Source: an optimization exercise on an open RTL-to-GDS flow (aim: small area and a short achievable clock period). Production flows keep margins and buffers that such runs may drop.
Function was checked by simulation only, so behaviour that the tests miss may differ from the original.
Power figures rest on the tool's default switching activity, not on a simulated workload.

==> flow/design.v (excerpt) <==
module Main(input clk, input reset,
    output [31:0] io_pc,
    input  [31:0] io_inst,
    output [1023:0] io_debug_regs,
    output [31:0] io_debug_if_inst,
    output [31:0] io_debug_id_inst,
    output [31:0] io_debug_exe_inst,
    output [31:0] io_debug_mem_inst,
    output [31:0] io_debug_wb_inst
);
Size: about 8,000 cells after synthesis, roughly 2,500 flip-flops, about 0.11 mm² of cells after synthesis.
export LEC_CHECK = 0
export CAP_MARGIN = 20
export CORE_MARGIN = 2
export CORE_UTILIZATION = 40
export CTS_CLUSTER_DIAMETER = 80
export CTS_CLUSTER_SIZE = 24
export SETUP_SLACK_MARGIN = 5.0
export SLEW_MARGIN = 20
export TNS_END_PERCENT = 10
create_clock -name core_clock -period 9.0 [get_ports {clk}]
standard.sh (not shown) runs the stock make flow with config.mk's settings and CLKGATE_MAP_FILE= SYNTH_SCRIPT=/design/flow/synth_recipe.tcl, a recipe that flattens the netlist after the stock synthesis.
==> flow/flow/run.sh <==
#!/bin/bash
# The standard layout (the standard.sh, unchanged synthesis), with the
# smallest buffer, sky130_fd_sc_hd__buf_1, on the input and output ports.
# Up to clock tree synthesis the timing repair aims at config.mk's 5 ns of
# setup slack; the repair after global routing aims at 5.2 ns, to leave room
# for what detailed routing loses.  Each run's output goes to its own log.
export BUFFER_PORTS_ARGS="-buffer_cell sky130_fd_sc_hd__buf_1"
bash standard.sh cts > standard_cts.log 2>&1
bash standard.sh SETUP_SLACK_MARGIN=5.2 finish > standard_finish.log 2>&1
Rerun with:
==> flow/flow/run.sh (replaced) <==
#!/bin/bash
export BUFFER_PORTS_ARGS="-buffer_cell sky130_fd_sc_hd__buf_1"
bash standard.sh SETUP_SLACK_MARGIN=5.3 finish > standard.log 2>&1
What happened: The changed run went through all stages and came out clean; via count is lower by 0.62%; area after synthesis stays the same; cell count grows by 0.31%; non-clock buffer count goes up by 39; combinational power is higher by about 3%; routed wire length barely changes; setup slack gets worse by 0.12 ns; total power goes up by 0.62%.

* * *

## lane 5
Main again, from the RTL that the note above started with.
==> flow/design.v (excerpt) <==
module Main(input clk, input reset,
    output [31:0] io_pc,
    input  [31:0] io_inst,
    output [1023:0] io_debug_regs,
    output [31:0] io_debug_if_inst,
    output [31:0] io_debug_id_inst,
    output [31:0] io_debug_exe_inst,
    output [31:0] io_debug_mem_inst,
    output [31:0] io_debug_wb_inst
);
  reg  [31:0] pc_r, inst_r;
  reg         brt_r;
  reg  [31:0] ifo_r;              
  reg  [31:0] a_r, b_r;           
  reg  [4:0]  d_dst;
  reg         d_rf_wen, d_lw, d_sw, d_beq, d_bne, d_jmp, d_jr, d_link;
  reg         d_op2, d_immhi;
  reg         d_sub, d_and, d_or, d_xor, d_nor, d_slt, d_sltu, d_lui;
  reg         d_sh, d_shv, d_shl, d_sha;
  reg         fe_a, fm_a, fw_a, fr_a;
  reg         fe_b, fm_b, fw_b, fr_b;
  reg         ye, ym, yw, yr, yi;     
  reg         stall_p;
  reg         r_op2, r_sub, r_add, r_and, r_or, r_xor, r_nor, r_slt, r_sltu;
  reg         r_lui, r_sh, r_link, r_sw;
  reg  [31:0] e_inst, e_res;
  reg  [4:0]  e_dst, e_addr;
  reg         e_rf_wen, e_mem_ren, e_mem_wen;
  reg  [31:0] m_inst, m_out;
  reg  [4:0]  m_dst, m_addr;
  reg         m_rf_wen, m_mem_ren, m_mem_wen;
  reg  [31:0] w_inst, w_out;
  reg  [4:0]  w_dst;
  reg         w_rf_wen, w_mem_ren;
  reg  [31:0] x_inst;
  reg  [1023:32] rfv;
  reg  [1023:0]  dmv;
  wire [1023:0]  rf_all = {rfv, 32'h0};
  function [31:0] rd32(input [1023:0] v, input [4:0] a);
    integer k;
    begin
      rd32 = 32'h0;
      for (k = 0; k < 32; k = k + 1)
        rd32 = rd32 | (v[k*32 +: 32] & {32{a == k}});
    end
  endfunction
  wire stall = stall_p & ~brt_r;
  wire kill  = stall_p | brt_r;         
  wire go    = ~kill;
  wire [31:0] if_inst = brt_r ? 32'h0 : inst_r;
  wire [31:0] opa = ({32{fe_a}} & e_res) | ({32{fm_a}} & m_out) |
                    ({32{fw_a}} & w_out) | ({32{fr_a}} & a_r);
  wire [31:0] opb = ({32{fe_b}} & e_res) | ({32{fm_b}} & m_out) |
                    ({32{fw_b}} & w_out) | ({32{fr_b}} & b_r);
  wire wz = w_dst == 5'd0;
  wire c_op2 = r_op2;
  wire c_sub = r_sub;
  wire ok    = ~brt_r & ~reset;
  wire [31:0] x = opa;
  ...
clock: 9.0 ns
lec_check: 0
cap_margin: 20
core_margin: 2
core_utilization: 40
cts_cluster_diameter: 80
cts_cluster_size: 24
setup_slack_margin: 5.0
slew_margin: 20
tns_end_percent: 10
==> flow/flow/run.sh <==
#!/bin/bash
# The standard layout (the standard.sh, unchanged synthesis), with the
# smallest buffer, sky130_fd_sc_hd__buf_1, on the input and output ports.
# Up to clock tree synthesis the timing repair aims at config.mk's 5 ns of
# setup slack; the repair after global routing aims at 5.4 ns, to leave room
# for what detailed routing loses.  Each run's output goes to its own log.
export BUFFER_PORTS_ARGS="-buffer_cell sky130_fd_sc_hd__buf_1"
bash standard.sh cts > standard_cts.log 2>&1
bash standard.sh SETUP_SLACK_MARGIN=5.4 finish > standard_finish.log 2>&1
Setup changes, lane 5 to lane 2
==> flow/flow/run.sh <==
#!/bin/bash
# The standard layout (the standard.sh, unchanged synthesis), with the
# smallest buffer, sky130_fd_sc_hd__buf_1, on the input and output ports.
# Up to clock tree synthesis the timing repair aims at 4.8 ns of
# setup slack; the repair after global routing aims at 5.3 ns, to leave room
# for what detailed routing loses.  Each run's output goes to its own log.
export BUFFER_PORTS_ARGS="-buffer_cell sky130_fd_sc_hd__buf_1"
bash standard.sh SETUP_SLACK_MARGIN=4.8 cts > standard_cts.log 2>&1
bash standard.sh SETUP_SLACK_MARGIN=5.3 finish > standard_finish.log 2>&1
--- outcome ---
Lane 2: clock period minus final worst setup slack higher than lane 5. Cmp lane 2 vs lane 5: worst hold slack across all endpoints higher in lane 2. Compared to lane 5, lane 2 shows a narrower setup margin. Measured against each other, lane 5 and lane 2 differ in area added between synthesis and finish, the higher figure coming from lane 5. Compared with lane 5, lane 2 shows a lower combinational cell fraction of total power.

-- static timing again, ports no longer ideal --
How much do the figures lean on ideal ports? The routed layouts below were timed once more, with nothing changed but the port constraints.
Step 1: set_driving_cell puts a clkbuf_16 on clk and a buf_2 on each other input, an assumption about the parent block.
Step 2, shift: input delay + t, output delay - t, t = (earliest + latest rising clock arrival at the registers) / 2. This alone moves slack from input paths to output paths.
Three values: ideal ports, drivers, drivers and shift; two values: the first two.
| run | t (ns) | setup WS [ns] | worst data-port slew with drivers (ns) | cell pins on the clock port's net |
|---|---|---|---|---|
| the first run of note 1 | 0.993 | 4.887 / 4.764 / 4.078 | 0.09 | 1 |
| the second run of note 1 | 1.012 | 4.763 / 4.763 / 3.979 | 0.18 | 1 |
| lane 5 | 0.999 | 4.877 / 4.752 / 4.299 | 0.10 | 1 |
| lane 2 | 1.027 | 4.755 / 4.755 / 4.039 | 0.23 | 1 |
After both steps setup and hold are still met in every run listed. The setup slack of the first run of note 1, which loses most, moves by -0.123 ns with the drivers and by -0.809 ns with both steps.
